Context: an optimization exercise on an open-source flow, tuned for small area. The choices shown serve that exercise and are no tape-out recipe. Function was checked by simulation only, so behaviour that the tests miss may differ from the original. The clock port is modelled as an ideal driver; clocking choices that lean on that would not hold on a real chip. Power figures rest on the tool's default switching activity, not on a simulated workload.

File: flow/run.sh
#!/bin/bash
# Own layout flow: the standard ORFS flow (standard.sh's make call) with
#  - the standard synthesis script, except that adders are left to ABC and
#    ABC runs an area-oriented script (flow/abc_area.script; if ABC fails on
#    it, flow/abc_safe.script);
#  - the smallest buffer for the port buffers;
#  - no dummy loads in clock tree synthesis.
# The make output goes to flow.log; each ORFS step logs to orfs/logs/.
set -euo pipefail
W=$(pwd)
F=$W/flow

mk_synth() {
  sed "s|log_cmd abc {\*}\$abc_args|set abc_args [lreplace \$abc_args 1 1 $1]\n  log_cmd abc {*}\$abc_args|" \
      "$FLOW_HOME/scripts/synth.tcl" > "$W/synth_own.tcl"
  grep -q "$1" "$W/synth_own.tcl"
}
mk_synth "$F/abc_area.script"
sed "s|\$::env(SCRIPTS_DIR)/synth.tcl|$W/synth_own.tcl|" "$W/synth_recipe.tcl" > "$W/synth_top.tcl"
grep -q "$W/synth_own.tcl" "$W/synth_top.tcl"

sed -e "s|SYNTH_SCRIPT=[^ ]*|SYNTH_SCRIPT=$W/synth_top.tcl ADDER_MAP_FILE= BUFFER_PORTS_ARGS='-buffer_cell sky130_fd_sc_hd__buf_1' CTS_ARGS='-sink_clustering_enable -repair_clock_nets -dont_use_dummy_load -buf_list sky130_fd_sc_hd__clkbuf_8 -root_buf sky130_fd_sc_hd__clkbuf_8'|" \
    "$W/standard.sh" > "$W/own.sh"
grep -q "synth_top.tcl" "$W/own.sh"

if ! bash "$W/own.sh" synth > "$W/synth.log" 2>&1; then
  mk_synth "$F/abc_safe.script"
  bash "$W/own.sh" synth > "$W/synth_safe.log" 2>&1
fi
bash "$W/own.sh" > "$W/flow.log" 2>&1
File: flow/abc_area.script
strash
&get -n
&deepsyn -T 20
&put
strash
dch -f
amap
mfs2
strash
dch -f
amap
mfs3 -ae
strash
dch -f
amap
File: flow/abc_safe.script
strash
dch -f
amap
mfs2
strash
dch -f
amap
mfs2
strash
dch -f
amap
mfs2
strash
dch -f
amap
File: standard.sh
#!/bin/bash
# synth_recipe.tcl (not shown) runs the flow's synth.tcl, then flattens the netlist and writes it again
# the make line also repeats each setting of config.mk as NAME=value (left out here)
make -C /OpenROAD-flow-scripts/flow DESIGN_CONFIG=/design/flow/config.mk WORK_HOME=/design/flow/orfs CLKGATE_MAP_FILE= SYNTH_SCRIPT=/design/flow/synth_recipe.tcl "${@:-finish}"
File: config.mk
export PLATFORM = sky130hd
export DESIGN_NAME = srcc
export DESIGN_NICKNAME = srcc
export VERILOG_FILES = /design/flow/design.v
export SDC_FILE = /design/flow/constraint.sdc
export NUM_CORES = 4
export LEC_CHECK = 0
export CAP_MARGIN = 20
export CORE_MARGIN = 2
export CORE_UTILIZATION = 40
export SLEW_MARGIN = 20
File: constraint.sdc
create_clock -name core_clock -period 8.0 [get_ports {clk}]
set_input_delay 1.6000 -clock core_clock [delete_from_list [all_inputs] [get_ports {clk}]]
set_output_delay 1.6000 -clock core_clock [all_outputs]
set_load 0.01 [all_outputs]
File: design.v
`timescale 1ns / 1ps
module srcc( clk,reset,level,user1_up,user1_down,user2_up,user2_down ,col,row
        ,centre_r,centre_c,movement
         );
    input clk,user1_up,user1_down,user2_up,user2_down;
    input reset,level;
    output reg [7:0] col;
    output reg [7:0] row;
    output reg [2:0] centre_r,centre_c;
    output [2:0] movement;
    function [2:0] inc3;
        input [2:0] x;
        case (x)
            3'd0: inc3 = 3'd1; 3'd1: inc3 = 3'd2; 3'd2: inc3 = 3'd3; 3'd3: inc3 = 3'd4;
            3'd4: inc3 = 3'd5; 3'd5: inc3 = 3'd6; 3'd6: inc3 = 3'd7; default: inc3 = 3'd0;
        endcase
    endfunction
    function [2:0] dec3;
        input [2:0] x;
        case (x)
            3'd0: dec3 = 3'd7; 3'd1: dec3 = 3'd0; 3'd2: dec3 = 3'd1; 3'd3: dec3 = 3'd2;
            3'd4: dec3 = 3'd3; 3'd5: dec3 = 3'd4; 3'd6: dec3 = 3'd5; default: dec3 = 3'd6;
        endcase
    endfunction
    reg [2:0] js;
    always @(posedge clk)
        if (reset) js <= 3'b000;
        else       js <= {js[1:0], ~js[2]};
    wire tick = js[0] & ~js[1];
    reg pf; reg [4:0] qf;
    wire qf_e = ~qf[0] & qf[1] & ~qf[2] & ~qf[4];
    always @(posedge clk)
        if (reset)     begin pf <= 1'b0; qf <= 5'd10; end
        else if (qf_e) begin pf <= ~pf;  qf <= pf ? 5'd24 : 5'd16; end
        else           qf <= {qf[3:0], ~(qf[4] ^ qf[1])};
    reg ps; reg [5:0] qs;
    wire qs_e = qs[1] & ~qs[2] & qs[3] & ~qs[4] & ~qs[5];
    always @(posedge clk)
        if (reset)     begin ps <= 1'b0; qs <= 6'd11; end
        else if (qs_e) begin ps <= ~ps;  qs <= ps ? 6'd6 : 6'd12; end
        else           qs <= {qs[4:0], qs[5] ^ qs[0]};
    wire fast = pf;
    wire slow = ps;
    reg gclk, gclk_d;
    always @(posedge clk)
        if (reset) begin
            gclk   <= 1'b0;
            gclk_d <= 1'b0;
        end else begin
            if (tick) gclk <= level ? fast : slow;
            gclk_d <= gclk;
        end
    wire tick_game = gclk & ~gclk_d;
    reg [2:0] t1, t2;
    wire loaded = t1[2] & t1[1];
    wire rwin;
    function lit;
        input [2:0] t;
        input [2:0] s;
        input       rwin;
        reg   [2:0] e;
        begin
            e = s - t;
            if (t[2] & t[1])
                lit = t[0] ? (s != 3'd4) : (rwin | (s != 3'd7));
            else
                lit = ~e[2] & ~(e[1] & e[0]);
        end
    endfunction
    reg [2:0] counter;
    reg       valid;
    always @(*) begin
        case (counter)
            3'd0: row = 8'b01111111; 3'd1: row = 8'b11111110;
            3'd2: row = 8'b11111101; 3'd3: row = 8'b11111011;
            3'd4: row = 8'b11110111; 3'd5: row = 8'b11101111;
            3'd6: row = 8'b11011111; default: row = 8'b10111111;
        endcase
        if (!valid) row = 8'hFF;
    end
    reg       pb1, pb2, hit, ld;
    reg [2:0] cc_s;
    always @(posedge clk)
        if (reset) begin
            counter <= 3'd0;
            valid   <= 1'b0;
            pb1 <= 1'b0; pb2 <= 1'b0; hit <= 1'b0; ld <= 1'b0;
        end else if (tick) begin
            pb1 <= lit(t1, counter, rwin);
            pb2 <= lit(t2, counter, rwin);
            hit <= (centre_r == counter);
            ld  <= loaded;
            counter <= counter + 3'd1;
            valid   <= 1'b1;
        end
    always @(posedge clk)
        if (tick) cc_s <= centre_c;
    always @(*) begin
        col[0] = pb1;
        col[7] = pb2;
        if (ld) begin
            col[1] = ~row[1];
            col[2] = ~row[2];
            col[3] = ~row[3];
            col[4] = rwin ? ~row[4] : ~row[3];
            col[5] = rwin ? ~row[5] : ~row[2];
            col[6] = rwin ? ~row[6] : ~row[1];
        end else begin
            col[1] = hit && (cc_s == 3'd1);
            col[2] = hit && (cc_s == 3'd2);
            col[3] = hit && (cc_s == 3'd3);
            col[4] = hit && (cc_s == 3'd4);
            col[5] = hit && (cc_s == 3'd5);
            col[6] = hit && (cc_s == 3'd6);
        end
    end
    reg  [2:0] md;
    wire right = md[2];
    wire vert  = md[0];
    wire down  = md[2] ^ md[1];
    wire over  = ~md[0] & md[1];
    assign rwin = ~md[2];
    assign movement = {md[2] ^ md[1], md[1], md[0]};
    wire [2:0] tp = right ? t2 : t1;
    wire [2:0] e  = centre_r - tp;
    wire hitp = ~e[2] & ~(e[1] & e[0]);
    wire vbounce = vert & (down ? (centre_r == 3'd7) : (centre_r == 3'd0));
    wire edge_c  = right ? (centre_c[2] & centre_c[1]) : ~(centre_c[2] | centre_c[1]);
    function [2:0] paddle;
        input [2:0] t;
        input       up, dn, lwin;
        reg         mv;
        begin
            if (t[2] & t[1])
                mv = ~up & dn & lwin & ~t[0];
            else
                mv = up ? (t != 3'd0) : (dn & (t != 3'd5));
            paddle = mv ? t + {up, up, 1'b1} : t;
        end
    endfunction
    reg ph;
    always @(posedge clk)
    begin
     if (reset) begin
        centre_r <= 3'd4;
        centre_c <= 3'd4;
        md       <= 3'b000;
        ph       <= 1'b0;
        t1       <= 3'd3;
        t2       <= 3'd3;
     end else if (tick_game) begin
        ph <= ~ph;
        if (!ph) begin
            if (over) begin
                t1 <= 3'd6;
                t2 <= 3'd6;
            end else if (vbounce)
                md[1] <= ~md[1];
            else if (edge_c)
                md <= {~right, ~hitp | (right ? e[1] : ~(e[1] | e[0])), hitp & ~e[0]};
            else begin
                centre_c <= centre_c + {~right, ~right, 1'b1};
                if (vert) centre_r <= centre_r + {~down, ~down, 1'b1};
            end
        end else begin
            t1 <= paddle(t1, user1_up, user1_down, !rwin);
            t2 <= paddle(t2, user2_up, user2_down, !rwin);
        end
     end
    end
endmodule
==> flow_metrics.tcl, run 1 <==
set metrics [dict create \
    final_antenna_net_count 0 \
    post_cts_buffers 0 \
    antenna_found_initial 0 \
    hold_slack_ns 0.3781 \
    viasPerCell 5.139 \
    netlist_area_um2 2110 \
    die_y_um 76.62 \
    num_rows 26 \
    setup_viol 0 \
    cts.sinks 45 \
    fmax_mhz 275.9 \
    relSlewSlack 0.6186 \
    p_seq_frac 0.597 \
    regArea_um2 930.9 \
    required_ns 6.40 \
    clk_pin_slew_worst_paths_ns 0.08 \
    yosys_register_bits 45 \
    worstPathMaxFanout 12 \
    avgSynthCellArea_um2 7.616 \
    yosysTopAreaCell "dfxtp_1" \
    power_frac_comb 0.111 \
    fin_cells 380 \
    path_depth 5 \
    cts_hold_buf 0 \
    path_class "register to output pin" \
    dp_hpwl_um 3722 \
    post_cts_resized 0 \
    cp_num_buf_inv 2 \
    p_clk_frac 0.292 \
    utilization 0.4620 \
    netlist_instances 277 \
    end_kind "output pin" \
    synth_nets 284 \
    yosysSeqAreaShare 0.4413 \
    cts_tree "yes" \
    num_vias 1953 \
    track_usage 0.1766 \
    slowest_delay_ns 0.53 \
    start_util 0.4130 \
    clock_skew_ns 0.007504 \
    fill_cells 542 \
    area_delta_synth_final_pct 11.86 \
    drv_slew 0 \
    io_buffer_count 31 \
    drc 0 \
    synth.area.top_cells "dfxtp_1 40%, nor2_1 9.4%, clkinv_1 6.9%, edfxtp_1 4.3%, nand2_1 3.7%" \
    cp-start-kind "register" \
    clkLatencyLatePin_ns 0.29 \
    n_antenna_cell 0 \
    drtPass1Iterations 4 \
    synthDistinctLibCells 32 \
    wirelength_um 4961 \
    finalCriticalPeriod_ns 3.625 \
    multi_input_area_um2 1002 \
    layout-drive-gt1-share 0.01935 \
    place.gp.congestion 0.7808 \
    outcome "complete, no violations" \
    synth_top_area_frac 0.3986 \
    hp-class "register to register" \
    rsz0062_at_grt "no" \
    nNetsFinal 319 \
    drt_iter0_markers 143 \
    whs_path_depth 1 \
    io_pins 32 \
    die_w_um 76.62 \
    fin_crit_sh 0.4531 \
    critPathArrivalTime_ns 2.02 \
    cts_root_buf "clkbuf_8" \
    synth_warnings 1 \
    setup_tns_ns 0 \
    dp_cells 375 \
    core_um2 5107 \
    route.detailed.wl_per_inst_um 13.06 \
    swShare 0.2542 \
    rr_worst_depth 11 \
    switchingPower_uw 108.5 \
    grt_overflow_total 0 \
    die-area_um2 5871 \
    drv_cap 0 \
    hold_viol_final 0 \
    cts_buffer_depth 2 \
    critPathSlowestCell "dfxtp_1" \
    critPathTopFamily "simple AND/OR/NAND/NOR gates" \
    intPower_uw 318.3 \
    htree_levels 2 \
    grt_pass1_vias 1727 \
    peakVddDrop_mv 0.1186 \
    cts-buffers-inserted 5 \
    p_leak_uw 0.0007587 \
    worst_pin_slew_ns 0.5668 \
    grt_max_degree 29 \
    grt_pass1_wl_um 8383 \
    worstPathCellList "clkinv_1 > or3_1 > or2_0 > o21ai_0 > buf_1" \
    p_per_area_nw_per_um2 180.9 \
]
## worst reg2reg max path: stages (launching register included)
cell      delay (ns)
dfxtp_1         0.64
clkinv_1        0.40
o21ai_0         0.38
nor2_1          0.09
nand2_1         0.09
a221o_1         0.19
nand4_1         0.14
nor2b_1         0.24
clkinv_1        0.17
nor2_1          0.19
clkinv_1        0.13
a221oi_1        0.28
## kinds of logic (layout without fill, tap and decap cells)
logic type | after synthesis | after routing | synth area share
DFF | 45 | 45 | 0.4413
buffers and inverters | 43 | 76 | 0.08363
and+or+nand+nor | 119 | 119 | 0.2533
AOI/OAI and AO/OA | 70 | 70 | 0.2218
## layer usage
layer  vias to the layer above  GRT usage  part of all wire
met5                         -          0                 0
met1                       848     0.2398              0.49
met3                         5    0.03673             0.040
li1                       1057          -                 -
met4                         0    0.04364            0.0099
met2                        43     0.2876              0.46
## path summary, 6_finish.rpt
kind              startpoint          end  slack, ns
setup reg to reg       md[2]  centre_r[0]       4.97
setup / recovery  counter[1]       col[5]       4.38
hold reg to reg        js[2]        js[0]       0.38
hold / removal         js[2]        js[0]       0.38
## layout by cell type (no fill, tap or decap)
cell / n
clkbuf_8: 5
or3_1: 9
dfxtp_1: 42
o32ai_1: 1
o211ai_1: 1
o22a_1: 2
a221oi_1: 4
nor4_1: 2
a221o_1: 2
nor3_1: 14
nand2_1: 21
o21ai_0: 13
nor2b_1: 6
a2111oi_0: 1
a32oi_1: 1
a21oi_1: 13
nand4_1: 2
o21a_1: 2
a31oi_1: 4
a22oi_1: 2
nor2_1: 53
clkinv_1: 39
nand2b_1: 1
buf_4: 1
o221ai_1: 5
edfxtp_1: 3
buf_1: 31
a31o_1: 1
a211oi_1: 5
nand3_1: 6
o22ai_1: 11
and3_1: 2
o311ai_0: 2
or2_0: 3
## power by group through the flow
stage | combinational [uW] | sequential [uW] | clock [uW]
2_1_floorplan | 34.7 | 257 | 0
3_3_place_gp | 47.2 | 260 | 0
3_5_place_dp | 48.0 | 260 | 0
4_1_cts | 48.0 | 255 | 129
5_1_grt | 54.1 | 257 | 138
6_report | 47.5 | 255 | 125
## synth_stat cells
cell type	count
nand3_1	6
dfxtp_1	42
a211oi_1	5
o211ai_1	1
buf_4	4
a2111oi_0	1
o32ai_1	1
a32oi_1	1
o221ai_1	5
nand2_1	21
a221o_1	2
or2_0	3
nand2b_1	1
o22a_1	2
nor4_1	2
nand4_1	2
a31o_1	1
or3_1	9
clkinv_1	39
nor2_1	53
a31oi_1	4
nor2b_1	6
edfxtp_1	3
o311ai_0	2
a21oi_1	13
and3_1	2
nor3_1	14
a22oi_1	2
a221oi_1	4
o21a_1	2
o21ai_0	13
o22ai_1	11
## through the flow
stage | power, uW | worst slack (ns) | cell area (um2)
finish | 426.9 | 4.375 | 2360
global route | 449.5 | 4.207 | 2360
CTS | 431.4 | 4.373 | 2360
detailed placement | 307.7 | 4.682 | 2291
global placement | 307.0 | 4.732 | 2291
floorplan | 292.2 | 4.857 | 2110
## cell type report
class	count	area share
Tap cell	70	0.03712
Multi-Input combinational cell	189	0.4247
Sequential cell	45	0.3945
Inverter	39	0.06204
Clock buffer	5	0.02916
Timing Repair Buffer	32	0.05249
## registers in the layout, summed over array words and instances (netlist names), 3 cells and up
name,count
cc_s,3
t1,3
t2,3
counter,3
qs,6
js,3
qf,5
md,3
centre_r,3
centre_c,3
==> run 2: changes to the inputs <==
--- a/flow/run.sh
+++ b/flow/run.sh
@@ -5,5 +5,6 @@
 #    it, flow/abc_safe.script);
 #  - the smallest buffer for the port buffers;
-#  - no dummy loads in clock tree synthesis.
+#  - no dummy loads in clock tree synthesis, and clock buffers then sized
+#    down while the clock-pin slew estimate allows (flow/post_cts.tcl).
 # The make output goes to flow.log; each ORFS step logs to orfs/logs/.
 set -euo pipefail
@@ -20,5 +21,5 @@
 grep -q "$W/synth_own.tcl" "$W/synth_top.tcl"
 
-sed -e "s|SYNTH_SCRIPT=[^ ]*|SYNTH_SCRIPT=$W/synth_top.tcl ADDER_MAP_FILE= BUFFER_PORTS_ARGS='-buffer_cell sky130_fd_sc_hd__buf_1' CTS_ARGS='-sink_clustering_enable -repair_clock_nets -dont_use_dummy_load -buf_list sky130_fd_sc_hd__clkbuf_8 -root_buf sky130_fd_sc_hd__clkbuf_8'|" \
+sed -e "s|SYNTH_SCRIPT=[^ ]*|SYNTH_SCRIPT=$W/synth_top.tcl ADDER_MAP_FILE= BUFFER_PORTS_ARGS='-buffer_cell sky130_fd_sc_hd__buf_1' POST_CTS_TCL=$F/post_cts.tcl CTS_ARGS='-sink_clustering_enable -repair_clock_nets -dont_use_dummy_load -buf_list sky130_fd_sc_hd__clkbuf_8 -root_buf sky130_fd_sc_hd__clkbuf_8'|" \
     "$W/standard.sh" > "$W/own.sh"
 grep -q "synth_top.tcl" "$W/own.sh"
==> flow/post_cts.tcl (new file) <==
# Post-CTS: clock buffers one at a time are tried at smaller sizes and kept at
# the smallest whose estimated worst clock-pin slew stays under the limit.
proc clk_max_slew {} {
  set mx 0
  foreach i [[ord::get_db_block] getInsts] {
    if {[$i findITerm CLK] != "NULL"} {
      set p [get_pins [$i getName]/CLK]
      foreach rf {rise fall} { set s [get_property $p slew_max_$rf]; if {$s > $mx} {set mx $s} }
    }
  }
  return $mx
}
set slew_limit 0.125
estimate_parasitics -placement
puts "CLKSLEW before [clk_max_slew]"
foreach i [[ord::get_db_block] getInsts] {
  set n [$i getName]
  if {[string match clkbuf_*clk $n]} {
    foreach size {clkbuf_1 clkbuf_2 clkbuf_4} {
      set old [[$i getMaster] getName]
      replace_cell $n sky130_fd_sc_hd__$size
      estimate_parasitics -placement
      set s [clk_max_slew]
      if {$s > $slew_limit} {
        replace_cell $n $old
        estimate_parasitics -placement
      } else {
        puts "clock buffer $n: $size (worst clock-pin slew estimate $s)"
        break
      }
    }
  }
}
detailed_placement
check_placement
estimate_parasitics -placement
puts "CLKSLEW after [clk_max_slew]"
==> flow_metrics.tcl, run 2 <==
set metrics [dict create \
    yosysTopAreaCell "dfxtp_1" \
    fill_cells 544 \
    hold_viol_final 0 \
    largest_register_ffs 6 \
    die_w_um 76.62 \
    p_leak_uw 0.0007476 \
    critPathArrivalTime_ns 2.25 \
    avgSynthCellArea_um2 7.616 \
    synth.area.top_cells "dfxtp_1 40%, nor2_1 9.4%, clkinv_1 6.9%, edfxtp_1 4.3%, nand2_1 3.7%" \
    synth_top_family_by_area "simple AND/OR/NAND/NOR gates" \
    drv_cap 0 \
    synthMuxAreaShare 0 \
    synth_edf_count 3 \
    synth-compound-area-share 0.2218 \
    setup_tns_ns 0 \
    grt_max_degree 29 \
    synth_flop_cell "dfxtp_1" \
    worstPathMaxFanout 12 \
    synthDistinctLibCells 32 \
    num_vias 1960 \
    rsz0062_at_grt "no" \
    finalCriticalPeriod_ns 3.853 \
    drt_iter0_markers 117 \
    start_util 0.4130 \
    synthAdderAreaFrac 0 \
    synth_warnings 1 \
    setup_viol 0 \
    drc 0 \
    hp-class "register to register" \
    final_common_cell "nor2_1" \
    grt_pass1_vias 1725 \
    dp_hpwl_um 3722 \
    clock_skew_ns 0.03796 \
    outcome "complete, no violations" \
    synth_top_area_frac 0.3986 \
    worstPathCellList "clkinv_1 > or3_1 > or2_0 > o21ai_0 > buf_1" \
    n_antenna_cell 0 \
    num_rows 26 \
    io_buffer_count 31 \
    synth_common_cells "53 x nor2_1, 42 x dfxtp_1, 39 x clkinv_1, 21 x nand2_1, 14 x nor3_1" \
    die-area_um2 5871 \
    relSlewSlack 0.6172 \
    p_per_area_nw_per_um2 172.8 \
    regMostFlops "qs" \
    critPathTopFamily "simple AND/OR/NAND/NOR gates" \
    regArea_um2 930.9 \
    reg_top3 "qs x6, qf x5" \
    peakVddDrop_mv 0.1157 \
    gr-usage-met2 0.2867 \
    antenna_found_initial 0 \
    drv_slew 0 \
    use_met3 0.04028 \
    grt_pass1_wl_um 8390 \
    final_cell_mix "53 x nor2_1, 42 x dfxtp_1, 39 x clkinv_1" \
    dpl_cell_area_um2 2291 \
    netlist_area_um2 2110 \
    yosys.area_share.simple 0.2533 \
    final_antenna_net_count 0 \
    required_ns 6.40 \
    synth_nets 284 \
    clkLatencyLatePin_ns 0.51 \
    die_y_um 76.62 \
    clk_pin_slew_worst_paths_ns 0.10 \
    yosys.area_share.xor_xnor 0 \
    yosysSeqAreaShare 0.4413 \
    fmax_mhz 259.5 \
    drtPass1Iterations 4 \
    viasPerCell 5.158 \
    track_usage 0.1771 \
    grt_overflow_total 0 \
    multi_input_area_um2 1002 \
    yosysMostFrequentCell "nor2_1" \
    critPathSlowestCell "dfxtp_1" \
    synthArstFlopShare 0 \
    yosys_register_bits 45 \
    wirelength_um 4953 \
    final_area_um2 2337 \
    grt_use_met1 0.2398 \
    end_kind "output pin" \
    place.gp.congestion 0.7808 \
    core_um2 5107 \
    layout-drive-gt1-share 0.01613 \
    io_pins 32 \
    cp_num_buf_inv 2 \
    fin_crit_sh 0.4817 \
    cp-start-kind "register" \
    netlist_instances 277 \
    cts_tree "yes" \
    busiest_layer "met2" \
    worst_pin_slew_ns 0.5689 \
    path_class "register to output pin" \
    area_delta_synth_final_pct 10.79 \
    cts.sinks 45 \
    slowest_delay_ns 0.54 \
    nNetsFinal 319 \
    route.detailed.wl_per_inst_um 13.03 \
]
==> run 2: report_power, final <==
| group | switching (uW) | total, uW | internal [uW] | leakage, uW |
|---|---|---|---|---|
| combinational | 28.8 | 47.4 | 18.6 | 0.000352 |
| sequential | 11.6 | 255 | 243 | 0.000371 |
| clock | 66.0 | 101 | 35.4 | 0.0000248 |
| total | 106 | 404 | 297 | 0.000748 |
==> run 2: final timing paths <==
check / start / slack, ns / endpoint / cells past startpoint
worst min register to register: js[2] / 0.38 / js[0] / 1
worst max-delay path: counter[1] / 4.15 / col[5] / 5
worst max register to register: md[2] / 5.02 / centre_r[0] / 11
worst min-delay path: js[2] / 0.38 / js[0] / 1
==> run 2: cells by family after synthesis <==
kind of cell | Yosys count
simple gates | 119
compound gates | 70
flops | 45
buf+inv | 43
==> run 2: routing by layer <==
metal	wire length (um)	up-vias
met2	2296	47
met3	195	5
li1	-	1055
met4	51	0
met1	2409	853
met5	0	-
==> run 2: metrics by stage <==
stage / setup WS, ns / utilization / hold WS [ns] / cells / power [uW]
6_report: 4.147 / 0.4576 / 0.3783 / 380 / 403.8
5_1_grt: 3.926 / 0.4576 / 0.3961 / 380 / 427.1
3_5_place_dp: 4.682 / 0.4486 / 0.3712 / 375 / 307.7
3_3_place_gp: 4.732 / 0.4486 / 0.3692 / 375 / 307.0
2_1_floorplan: 4.857 / - / 0.3627 / 277 / 292.2
==> run 2: cell type report <==
class | instances | area share
tap | 70 | 0.03747
sequential | 45 | 0.3983
clock buffer | 5 | 0.01981
multi-input combinational | 189 | 0.4288
timing repair buffer | 32 | 0.05300
inverter | 39 | 0.06263
==> run 3: changes to the inputs <==
--- a/flow/post_cts.tcl
+++ b/flow/post_cts.tcl
@@ -11,5 +11,5 @@
   return $mx
 }
-set slew_limit 0.125
+set slew_limit 0.112
 estimate_parasitics -placement
 puts "CLKSLEW before [clk_max_slew]"
==> flow_metrics.tcl, run 3 <==
set metrics [dict create \
    outcome "complete, no violations" \
    required_ns 6.40 \
    drv_cap 0 \
    r2r_end "centre_r[0]" \
    largest_register_ffs 6 \
    finalWorstSetupSlack_ns 4.129 \
    setup_viol 0 \
    p_per_area_nw_per_um2 175.2 \
    crit_start "counter[1]" \
    end_kind "output pin" \
    post-place-ws_ns 4.682 \
    synth_warnings 1 \
    fin_cells 380 \
    num_vias 1989 \
    relSlewSlack 0.6188 \
    final_antenna_net_count 0 \
    reg2reg_slack_ns 4.98 \
    regMostFlops "qs" \
    grt_max_degree 29 \
    worstPathMaxFanout 12 \
    cts.sinks 45 \
    cts_tree "yes" \
    path_class "register to output pin" \
    synth.area.top_cells "dfxtp_1 40%, nor2_1 9.4%, clkinv_1 6.9%, edfxtp_1 4.3%, nand2_1 3.7%" \
    synth_edf_count 3 \
    cp-start-kind "register" \
    io_pins 32 \
    utilization 0.4588 \
    avgSynthCellArea_um2 7.616 \
    drt_iter0_markers 107 \
    hold_viol_final 0 \
    core_um2 5107 \
    start_util 0.4130 \
    grt_pass1_wl_um 8390 \
    hp-class "register to register" \
    n_antenna_cell 0 \
    clk_pin_slew_worst_paths_ns 0.10 \
    track_usage 0.1771 \
    yosysTopAreaCell "dfxtp_1" \
    critPathArrivalTime_ns 2.27 \
    worst_pin_slew_ns 0.5666 \
    rr_startpoint "md[2]" \
    antenna_found_initial 0 \
    finalCriticalPeriod_ns 3.871 \
    die_w_um 76.62 \
    p_leak_uw 0.0007501 \
    synth_flop_cell "dfxtp_1" \
    fin_crit_sh 0.4838 \
    route.detailed.wl_per_inst_um 13.02 \
    viasPerCell 5.234 \
    clock_skew_ns 0.02787 \
    area_delta_synth_final_pct 11.09 \
    die-area_um2 5871 \
    drv_slew 0 \
    netlist_area_um2 2110 \
    die_y_um 76.62 \
    crit_path_end "col[5]" \
    dp_hpwl_um 3722 \
    setup_tns_ns 0 \
    peakVddDrop_mv 0.1184 \
    synth_nets 284 \
    min_from "js[2]" \
    netlist_instances 277 \
    drtPass1Iterations 4 \
    grt_overflow_total 0 \
    num_rows 26 \
    rr_worst_depth 11 \
    io_buffer_count 31 \
    synth_top_area_frac 0.3986 \
    yosysMostFrequentCell "nor2_1" \
    fmax_mhz 258.4 \
    nNetsFinal 319 \
    synthArstFlopShare 0 \
    wirelength_um 4947 \
    dp_cells 375 \
    worstPathCellList "clkinv_1 > or3_1 > or2_0 > o21ai_0 > buf_1" \
    drc 0 \
    final_common_cell "nor2_1" \
    clkLatencyLatePin_ns 0.52 \
    rsz0062_at_grt "no" \
    layout-drive-gt1-share 0.01613 \
    place.gp.congestion 0.7808 \
    final_cell_mix "53 x nor2_1, 42 x dfxtp_1, 39 x clkinv_1" \
    grt_pass1_vias 1725 \
    synthDistinctLibCells 32 \
    yosys_register_bits 45 \
    yosysSeqAreaShare 0.4413 \
    slowest_delay_ns 0.54 \
    critPathSlowestCell "dfxtp_1" \
    synth_common_cells "53 x nor2_1, 42 x dfxtp_1, 39 x clkinv_1, 21 x nand2_1, 14 x nor3_1" \
    reg_top3 "qs x6, qf x5" \
]
==> run 3: changes by cell type in the layout (fill, tap and decap cells not counted) <==
cell	delta
clkbuf_8	+1
clkbuf_4	-1
==> run 3: kinds of logic after synthesis <==
family / Yosys count / share of synthesized area
AND/OR/NAND/NOR: 119 / 0.2533
flip-flops: 45 / 0.4413
AO/OA/AOI/OAI: 70 / 0.2218
buffers and inverters: 43 / 0.08363
==> run 3: final cells by class <==
class / count / area (um2)
inverters: 39 / 146.4
well taps: 70 / 87.58
fillers: 545 / 2764
clock buffers: 5 / 52.55
multi-input cells: 189 / 1002
repair buffers: 32 / 123.9
flip-flops and latches: 45 / 930.9
==> run 3: through the flow <==
stage	power (uW)	hold slack, ns	area (um2)
finish	410.7	0.3784	2344
global route	433.3	0.3961	2344
detailed placement	307.7	0.3712	2291
global placement	307.0	0.3692	2291
floorplan	292.2	0.3627	2110
==> run 3: worst min-delay path by stage <==
stage	depth (start not counted)	endpoint	slack, ns
floorplan	1	js[0]	0.36
global placement	1	js[0]	0.37
detailed placement	1	js[0]	0.37
global route	1	js[0]	0.40
finish	1	js[0]	0.38
==> run 3: layer usage <==
| layer | up-vias | global-route usage | wire (um) |
|---|---|---|---|
| met4 | 0 | 0.04364 | 49 |
| met1 | 871 | 0.2398 | 2389 |
| met2 | 57 | 0.2867 | 2288 |
| li1 | 1056 | - | - |
| met5 | - | 0 | 0 |
| met3 | 5 | 0.04028 | 219 |
==> run 3: report_power, final <==
group / total (uW) / switching [uW] / internal, uW
registers: 255 / 11.5 / 243
clock network: 108 / 67.7 / 40.7
logic: 47.5 / 28.9 / 18.6
total: 411 / 108 / 303
==> run 3: worst max-delay path: cells and delay by family, from the launching register on <==
kind / cells / cell delay, ns
AND/OR/NAND/NOR: 2 / 0.61
flip-flops: 1 / 0.54
AO/OA/AOI/OAI: 1 / 0.16
buffers and inverters: 2 / 0.44
==> run 4: changes to the inputs <==
--- a/config.mk
+++ b/config.mk
@@ -6,6 +6,6 @@
 export NUM_CORES = 4
 export LEC_CHECK = 0
-export CAP_MARGIN = 20
+export CAP_MARGIN = 0
 export CORE_MARGIN = 2
 export CORE_UTILIZATION = 40
-export SLEW_MARGIN = 20
+export SLEW_MARGIN = 0
==> flow_metrics.tcl, run 4 <==
set metrics [dict create \
    synthDistinctLibCells 32 \
    start_util 0.4130 \
    die_w_um 76.62 \
    drc 0 \
    cts.sinks 45 \
    min_from "js[2]" \
    yosysMostFrequentCell "nor2_1" \
    die-area_um2 5871 \
    worst_pin_slew_ns 0.5666 \
    netlist_instances 277 \
    outcome "complete, no violations" \
    wirelength_um 4947 \
    viasPerCell 5.234 \
    drt_iter0_markers 107 \
    synth_edf_count 3 \
    grt_pass1_wl_um 8390 \
    final_antenna_net_count 0 \
    drv_slew 0 \
    rr_worst_depth 11 \
    synth_flop_cell "dfxtp_1" \
    netlist_area_um2 2110 \
    avgSynthCellArea_um2 7.616 \
    path_class "register to output pin" \
    io_pins 32 \
    relSlewSlack 0.6188 \
    synth.area.top_cells "dfxtp_1 40%, nor2_1 9.4%, clkinv_1 6.9%, edfxtp_1 4.3%, nand2_1 3.7%" \
    largest_register_ffs 6 \
    reg2reg_slack_ns 4.98 \
    fill_cells 545 \
    r2r_end "centre_r[0]" \
    setup_tns_ns 0 \
    drv_cap 0 \
    cp-start-kind "register" \
    fmax_mhz 258.4 \
    critPathArrivalTime_ns 2.27 \
    grt_overflow_total 0 \
    synth_warnings 1 \
    yosys_register_bits 45 \
    dp_hpwl_um 3722 \
    whs_path_depth 1 \
    synth_nets 284 \
    rsz0062_at_grt "no" \
    place.gp.congestion 0.7808 \
    route.detailed.wl_per_inst_um 13.02 \
    nNetsFinal 319 \
    num_vias 1989 \
    clk_pin_slew_worst_paths_ns 0.10 \
    worstPathMaxFanout 12 \
    regMostFlops "qs" \
    p_per_area_nw_per_um2 175.2 \
    finalCriticalPeriod_ns 3.871 \
    reg_top3 "qs x6, qf x5" \
    synth_top_area_frac 0.3986 \
    drtPass1Iterations 4 \
    hold_slack_ns 0.3784 \
    yosysTopAreaCell "dfxtp_1" \
    required_ns 6.40 \
    clock_skew_ns 0.02787 \
    slowest_delay_ns 0.54 \
    synthArstFlopShare 0 \
    num_rows 26 \
    grt_max_degree 29 \
    area_delta_synth_final_pct 11.09 \
    critPathSlowestCell "dfxtp_1" \
    peakVddDrop_mv 0.1184 \
    hp-class "register to register" \
    core_um2 5107 \
    final_common_cell "nor2_1" \
    p_leak_uw 0.0007501 \
    die_y_um 76.62 \
    synth_common_cells "53 x nor2_1, 42 x dfxtp_1, 39 x clkinv_1, 21 x nand2_1, 14 x nor3_1" \
    clkLatencyLatePin_ns 0.52 \
    cts_tree "yes" \
    io_buffer_count 31 \
    worstPathCellList "clkinv_1 > or3_1 > or2_0 > o21ai_0 > buf_1" \
    n_antenna_cell 0 \
    final_cell_mix "53 x nor2_1, 42 x dfxtp_1, 39 x clkinv_1" \
    rr_startpoint "md[2]" \
    track_usage 0.1771 \
    yosysSeqAreaShare 0.4413 \
    fin_crit_sh 0.4838 \
    antenna_found_initial 0 \
    min_to "js[0]" \
    grt_pass1_vias 1725 \
    hold_viol_final 0 \
    setup_viol 0 \
    layout-drive-gt1-share 0.01613 \
    end_kind "output pin" \
]
[run 4: cell counts in the layout (fill, tap and decap cells not counted)]
No cell type changed its count.
[run 4: where the power goes]
group / switching, uW / leakage [uW] / internal [uW] / total [uW]
registers: 11.5 / 0.000371 / 243 / 255
clock network: 67.7 / 0.0000274 / 40.7 / 108
logic: 28.9 / 0.000352 / 18.6 / 47.5
[run 4: routing by layer]
metal / GRT usage / share of wire
met1: 0.2398 / 0.48
met2: 0.2867 / 0.46
met3: 0.04028 / 0.044
met4: 0.04364 / 0.0099
met5: 0 / 0
[run 4: layout make-up]
class	instances	area (um2)	area share
multi-input combinational	189	1002	0.4277
sequential	45	930.9	0.3972
inverter	39	146.4	0.06247
timing repair buffer	32	123.9	0.05286
tap	70	87.58	0.03737
clock buffer	5	52.55	0.02242
[run 4: how the worst max path moves through the flow]
stage / slack (ns) / start / cells after the start / endpoint
after floorplan: 4.86 / counter[1] / 4 / col[5]
after global placement: 4.73 / counter[2] / 5 / col[4]
after detailed placement: 4.68 / counter[1] / 5 / col[5]
after global routing: 3.91 / counter[1] / 6 / col[6]
final: 4.13 / counter[1] / 5 / col[5]
[run 4: cells by family after synthesis]
family                 after synthesis  share of synthesized area
AO/OA/AOI/OAI                       70                     0.2218
buffers and inverters               43                    0.08363
flip-flops                          45                     0.4413
AND/OR/NAND/NOR                    119                     0.2533
[run 4: stage by stage]
step / util / area [um2] / total power (uW) / instances / setup WS, ns
2_1_floorplan: - / 2110 / 292.2 / 277 / 4.857
3_3_place_gp: 0.4486 / 2291 / 307.0 / 375 / 4.732
3_5_place_dp: 0.4486 / 2291 / 307.7 / 375 / 4.682
5_1_grt: 0.4588 / 2344 / 433.3 / 380 / 3.906
6_report: 0.4588 / 2344 / 410.7 / 380 / 4.129
[run 4: critical path, delay by kind of cell, from the launching register on]
family	cells	cell delay, ns
simple gates	2	0.61
compound gates	1	0.16
buf+inv	2	0.44
flops	1	0.54
==> run 5: changes to the inputs <==
--- a/design.v
+++ b/design.v
@@ -69,5 +69,5 @@
     endfunction
     reg [2:0] counter;
-    reg       valid;
+    wire      valid;
     always @(*) begin
         case (counter)
@@ -80,17 +80,16 @@
     end
     reg       pb1, pb2, hit, ld;
+    assign valid = ~(hit & ld);
     reg [2:0] cc_s;
     always @(posedge clk)
         if (reset) begin
             counter <= 3'd0;
-            valid   <= 1'b0;
-            pb1 <= 1'b0; pb2 <= 1'b0; hit <= 1'b0; ld <= 1'b0;
+            pb1 <= 1'b0; pb2 <= 1'b0; hit <= 1'b1; ld <= 1'b1;
         end else if (tick) begin
             pb1 <= lit(t1, counter, rwin);
             pb2 <= lit(t2, counter, rwin);
-            hit <= (centre_r == counter);
+            hit <= ~loaded & (centre_r == counter);
             ld  <= loaded;
             counter <= counter + 3'd1;
-            valid   <= 1'b1;
         end
     always @(posedge clk)
--- a/config.mk
+++ b/config.mk
@@ -6,6 +6,6 @@
 export NUM_CORES = 4
 export LEC_CHECK = 0
-export CAP_MARGIN = 0
+export CAP_MARGIN = 20
 export CORE_MARGIN = 2
-export CORE_UTILIZATION = 40
-export SLEW_MARGIN = 0
+export CORE_UTILIZATION = 55
+export SLEW_MARGIN = 20
==> flow_metrics.tcl, run 5 <==
set metrics [dict create \
    top_layer "met4" \
    grt_pass1_vias 1764 \
    reg_top3 "qs x6, qf x5" \
    hold_viol_final 0 \
    grt_overflow_total 0 \
    yosysSeqAreaShare 0.4367 \
    final_common_cell "dfxtp_1" \
    fill_cells 329 \
    synth_flop_cell "dfxtp_1" \
    slowest_delay_ns 0.54 \
    synthArstFlopShare 0 \
    hp-class "register to register" \
    yosysTopAreaCell "dfxtp_1" \
    required_ns 6.40 \
    worst_pin_slew_ns 0.7151 \
    synth_edf_count 3 \
    die_w_um 65.58 \
    peakVddDrop_mv 0.1326 \
    wl_met2_um 2091 \
    synth_warnings 1 \
    core_um2 3661 \
    final_antenna_net_count 0 \
    worstPathMaxFanout 11 \
    r2r_end "centre_r[0]" \
    netlist_instances 272 \
    track_usage 0.2449 \
    relSlewSlack 0.5196 \
    cp_num_buf_inv 2 \
    io_pins 32 \
    p_per_area_nw_per_um2 180.5 \
    drc 0 \
    final_cell_mix "41 x dfxtp_1, 37 x clkinv_1, 36 x nor2_1" \
    rr_startpoint "md[2]" \
    num_rows 22 \
    area_delta_synth_final_pct 9.958 \
    regMostFlops "qs" \
    whs_path_depth 1 \
    wl_met3_um 207 \
    route.detailed.wl_per_inst_um 13.46 \
    yosys_register_bits 44 \
    fin_crit_sh 0.4850 \
    largest_register_ffs 6 \
    io_buffer_count 31 \
    synthDistinctLibCells 30 \
    min_from "js[2]" \
    synth.area.top_cells "dfxtp_1 39%, clkinv_1 6.7%, nor2_1 6.5%, o21ai_0 6.5%, edfxtp_1 4.3%" \
    worstPathCellList "clkinv_1 > or3_1 > o22a_1 > o21ai_0 > buf_1" \
    dp_cells 349 \
    finalCriticalPeriod_ns 3.880 \
    synth_nets 279 \
    setup_viol 0 \
    min_to "js[0]" \
    critPathTopFamily "flip-flops" \
    drv_cap 0 \
    outcome "complete, no violations" \
    path_class "register to output pin" \
    layout-drive-gt1-share 0.01961 \
    clkLatencyLatePin_ns 0.53 \
    place.gp.congestion 0.8634 \
    drt_iter0_markers 99 \
    rr_worst_depth 10 \
    critPathSlowestCell "dfxtp_1" \
    synth_common_cells "41 x dfxtp_1, 37 x clkinv_1, 36 x nor2_1, 27 x o21ai_0, 24 x nand2_1" \
    yosysMostFrequentCell "dfxtp_1" \
    setup_tns_ns 0 \
    netlist_area_um2 2086 \
    grt_pass1_wl_um 8155 \
    synth_top_area_frac 0.3935 \
    reg2reg_slack_ns 5.15 \
    num_vias 1967 \
    wirelength_um 4766 \
    cts.sinks 44 \
    end_kind "output pin" \
    start_util 0.5697 \
    avgSynthCellArea_um2 7.668 \
    die-area_um2 4301 \
    grt_max_degree 33 \
    cp-start-kind "register" \
    rsz0062_at_grt "no" \
    drtPass1Iterations 4 \
    clock_skew_ns 0.02949 \
    fmax_mhz 257.8 \
    nNetsFinal 315 \
    viasPerCell 5.556 \
    drv_slew 0 \
    wl_met1_um 2410 \
    cts_tree "yes" \
    fin_cells 354 \
    clk_pin_slew_worst_paths_ns 0.10 \
    die_y_um 65.58 \
    p_leak_uw 0.0007746 \
    antenna_found_initial 0 \
    dp_hpwl_um 3461 \
    n_antenna_cell 0 \
    critPathArrivalTime_ns 2.28 \
    hold_slack_ns 0.3776 \
]
## run 5: stage by stage
stage	util	total power (uW)	cell area [um2]	worst slack (ns)
after floorplan	-	298.9	2086	4.928
after global placement	0.6138	315.8	2247	4.761
after detailed placement	0.6138	317.4	2247	4.701
after global routing	0.6265	437.0	2293	3.933
final	0.6265	414.1	2293	4.120
## run 5: logic make-up (layout without fill, tap and decap cells)
family	count (synthesis)	in the layout	share of synthesized area
compound gates	78	78	0.2382
buf+inv	41	75	0.08098
simple gates	109	109	0.2442
flops	44	44	0.4367
## run 5: how the worst max path moves through the flow
stage	start	endpoint	slack, ns	cells past startpoint
after floorplan	counter[1]	col[6]	4.93	4
after global placement	counter[1]	col[6]	4.76	5
after detailed placement	counter[1]	col[6]	4.70	5
after global routing	counter[1]	col[6]	3.93	5
final	counter[1]	col[6]	4.12	5
## run 5: layout make-up
| class | count | area (um2) | area share |
|---|---|---|---|
| clock buffers | 5 | 46.29 | 0.02019 |
| inverters | 37 | 138.9 | 0.06056 |
| multi-input cells | 187 | 1006 | 0.4386 |
| flip-flops and latches | 44 | 910.9 | 0.3972 |
| well taps | 48 | 60.06 | 0.02619 |
| repair buffers | 33 | 131.4 | 0.05728 |
## run 5: report_power, final
part           internal (uW)  switching, uW
Combinational           22.6           36.2
Sequential               241           12.9
Clock                   35.4           66.1
Total                    299            115
## run 5: per-layer routing
metal  vias to the layer above  GRT usage
li1                       1030          -
met1                       891     0.3448
met3                         5    0.05137
met4                         0    0.07031
met2                        41     0.3788
met5                         -          0
==> run 6: changes to the inputs <==
--- a/config.mk
+++ b/config.mk
@@ -8,4 +8,4 @@
 export CAP_MARGIN = 20
 export CORE_MARGIN = 2
-export CORE_UTILIZATION = 55
+export CORE_UTILIZATION = 40
 export SLEW_MARGIN = 20
==> flow_metrics.tcl, run 6 <==
set metrics [dict create \
    critPathArrivalTime_ns 2.27 \
    netlist_instances 272 \
    layout-drive-gt1-share 0.01961 \
    cts.sinks 44 \
    track_usage 0.1765 \
    synth.area.top_cells "dfxtp_1 39%, clkinv_1 6.7%, nor2_1 6.5%, o21ai_0 6.5%, edfxtp_1 4.3%" \
    rsz0062_at_grt "no" \
    p_leak_uw 0.0007746 \
    cts_tree "yes" \
    worst_pin_slew_ns 0.6162 \
    outcome "complete, no violations" \
    drt_iter0_markers 77 \
    yosysTopAreaCell "dfxtp_1" \
    final_common_cell "dfxtp_1" \
    peakVddDrop_mv 0.1084 \
    n_antenna_cell 0 \
    setup_tns_ns 0 \
    drv_slew 0 \
    hold_viol_final 0 \
    fill_cells 557 \
    core_um2 5075 \
    required_ns 6.40 \
    wirelength_um 4833 \
    synth_warnings 1 \
    nNetsFinal 315 \
    io_pins 32 \
    final_area_um2 2321 \
    num_vias 1994 \
    synthArstFlopShare 0 \
    finalCriticalPeriod_ns 3.866 \
    final_cell_mix "41 x dfxtp_1, 37 x clkinv_1, 36 x nor2_1" \
    utilization 0.4573 \
    fin_crit_sh 0.4832 \
    io_buffer_count 31 \
    dp_hpwl_um 3598 \
    clkLatencyLatePin_ns 0.52 \
    power_uw 410.7 \
    cp-start-kind "register" \
    synth_edf_count 3 \
    hp-class "register to register" \
    setup_viol 0 \
    fmax_mhz 258.7 \
    grt_pass1_vias 1858 \
    regMostFlops "qs" \
    die_y_um 76.21 \
    path_class "register to output pin" \
    final_antenna_net_count 0 \
    antenna_found_initial 0 \
    num_rows 26 \
    yosysSeqAreaShare 0.4367 \
    die_w_um 76.21 \
    end_kind "output pin" \
    yosysMostFrequentCell "dfxtp_1" \
    grt_overflow_total 0 \
    drc 0 \
    clk_pin_slew_worst_paths_ns 0.10 \
    route.detailed.wl_per_inst_um 12.85 \
    viasPerCell 5.303 \
    synth_nets 279 \
    worstPathCellList "clkinv_1 > or3_1 > o22a_1 > o21ai_0 > buf_1" \
    synth_flop_cell "dfxtp_1" \
    synth_common_cells "41 x dfxtp_1, 37 x clkinv_1, 36 x nor2_1, 27 x o21ai_0, 24 x nand2_1" \
    reg_top3 "qs x6, qf x5" \
    regArea_um2 910.9 \
    multi_input_area_um2 1006 \
    netlist_area_um2 2086 \
    slowest_delay_ns 0.52 \
    clock_skew_ns 0.02994 \
    worstPathMaxFanout 11 \
    start_util 0.4110 \
    drtPass1Iterations 5 \
    yosys_register_bits 44 \
    largest_register_ffs 6 \
    dpl_cell_area_um2 2275 \
    die-area_um2 5808 \
    grt_pass1_wl_um 8369 \
    drv_cap 0 \
    synthDistinctLibCells 30 \
    place.gp.congestion 0.8108 \
    grt_max_degree 33 \
    critPathSlowestCell "dfxtp_1" \
    p_per_area_nw_per_um2 177.0 \
    synth_top_area_frac 0.3935 \
    avgSynthCellArea_um2 7.668 \
    area_delta_synth_final_pct 11.28 \
    relSlewSlack 0.5861 \
]
[run 6: layout make-up]
type                            count  share of cell area
Multi-Input combinational cell    187              0.4334
Inverter                           37             0.05984
Timing Repair Buffer               33             0.05660
Sequential cell                    44              0.3925
Tap cell                           70             0.03774
Clock buffer                        5             0.01995
[run 6: worst paths after layout]
| path | start | endpoint | slack, ns | depth (start not counted) |
|---|---|---|---|---|
| worst min register to register | js[2] | js[0] | 0.38 | 1 |
| worst min-delay path | js[2] | js[0] | 0.38 | 1 |
| worst max-delay path | counter[1] | col[6] | 4.13 | 5 |
| worst max register to register | md[2] | centre_c[1] | 5.09 | 11 |
[run 6: report_power, final]
group          switching (uW)  leakage, uW  total, uW  internal (uW)
sequential               12.8     0.000365        253            241
combinational            35.5     0.000385       58.1           22.6
clock                    63.8    0.0000248       99.2           35.4
total                     112     0.000775        411            299
[run 6: through the flow]
step	std cells	hold WS [ns]	setup WS, ns
final	376	0.3773	4.134
after global routing	376	0.3954	3.918
after detailed placement	371	0.3669	4.695
after global placement	371	0.3638	4.719
after floorplan	272	0.3627	4.928
[run 6: cells by family (layout without fill, tap and decap cells)]
family                 count (synthesis)  count (layout)  share of synthesized area
AND/OR/NAND/NOR                      109             109                     0.2442
AO/OA/AOI/OAI                         78              78                     0.2382
buffers and inverters                 41              75                    0.08098
flip-flops                            44              44                     0.4367
[run 6: metal layers]
layer / vias to the layer above / wire length (um) / part of all wire / GRT usage
met5: - / 0 / 0 / 0
met1: 924 / 2377 / 0.49 / 0.2257
met2: 33 / 2234 / 0.46 / 0.2929
met4: 0 / 20 / 0.0041 / 0.04545
li1: 1035 / - / - / -
met3: 2 / 201 / 0.042 / 0.05095
[run 6: critical path, delay by kind of cell (launching register included)]
family / cells / cell delay (ns)
simple gates: 1 / 0.46
flops: 1 / 0.52
buf+inv: 2 / 0.46
compound gates: 2 / 0.29

re-timing with driven ports:
In the flow no input, the clock included, has a driving cell. The finished layouts below were timed again as built, in two steps. Step 1: set_driving_cell puts a clkbuf_16 on clk and a buf_2 on each other input, an assumption about the parent block. Step 2 also shifts input and output timing later by t, the mid clock arrival at the registers, as if the neighbouring blocks saw the same clock. Slacks: no drivers / after step 1 / after step 2; pairs: no drivers / after step 1.
| run | shift t [ns] | setup WS [ns] | slew at the worst register clock pin (ns) |
|---|---|---|---|
| run 1 | 0.313 | 4.375 / 4.347 / 4.660 | 0.08 / 0.08 |
| run 2 | 0.516 | 4.147 / 4.121 / 4.637 | 0.12 / 0.12 |
| run 3 | 0.529 | 4.129 / 4.104 / 4.633 | 0.10 / 0.10 |
| run 4 | 0.529 | 4.129 / 4.104 / 4.633 | 0.10 / 0.10 |
| run 5 | 0.536 | 4.120 / 4.097 / 4.633 | 0.11 / 0.11 |
| run 6 | 0.532 | 4.134 / 4.111 / 4.643 | 0.10 / 0.10 |
After both steps every run listed still meets setup and hold.
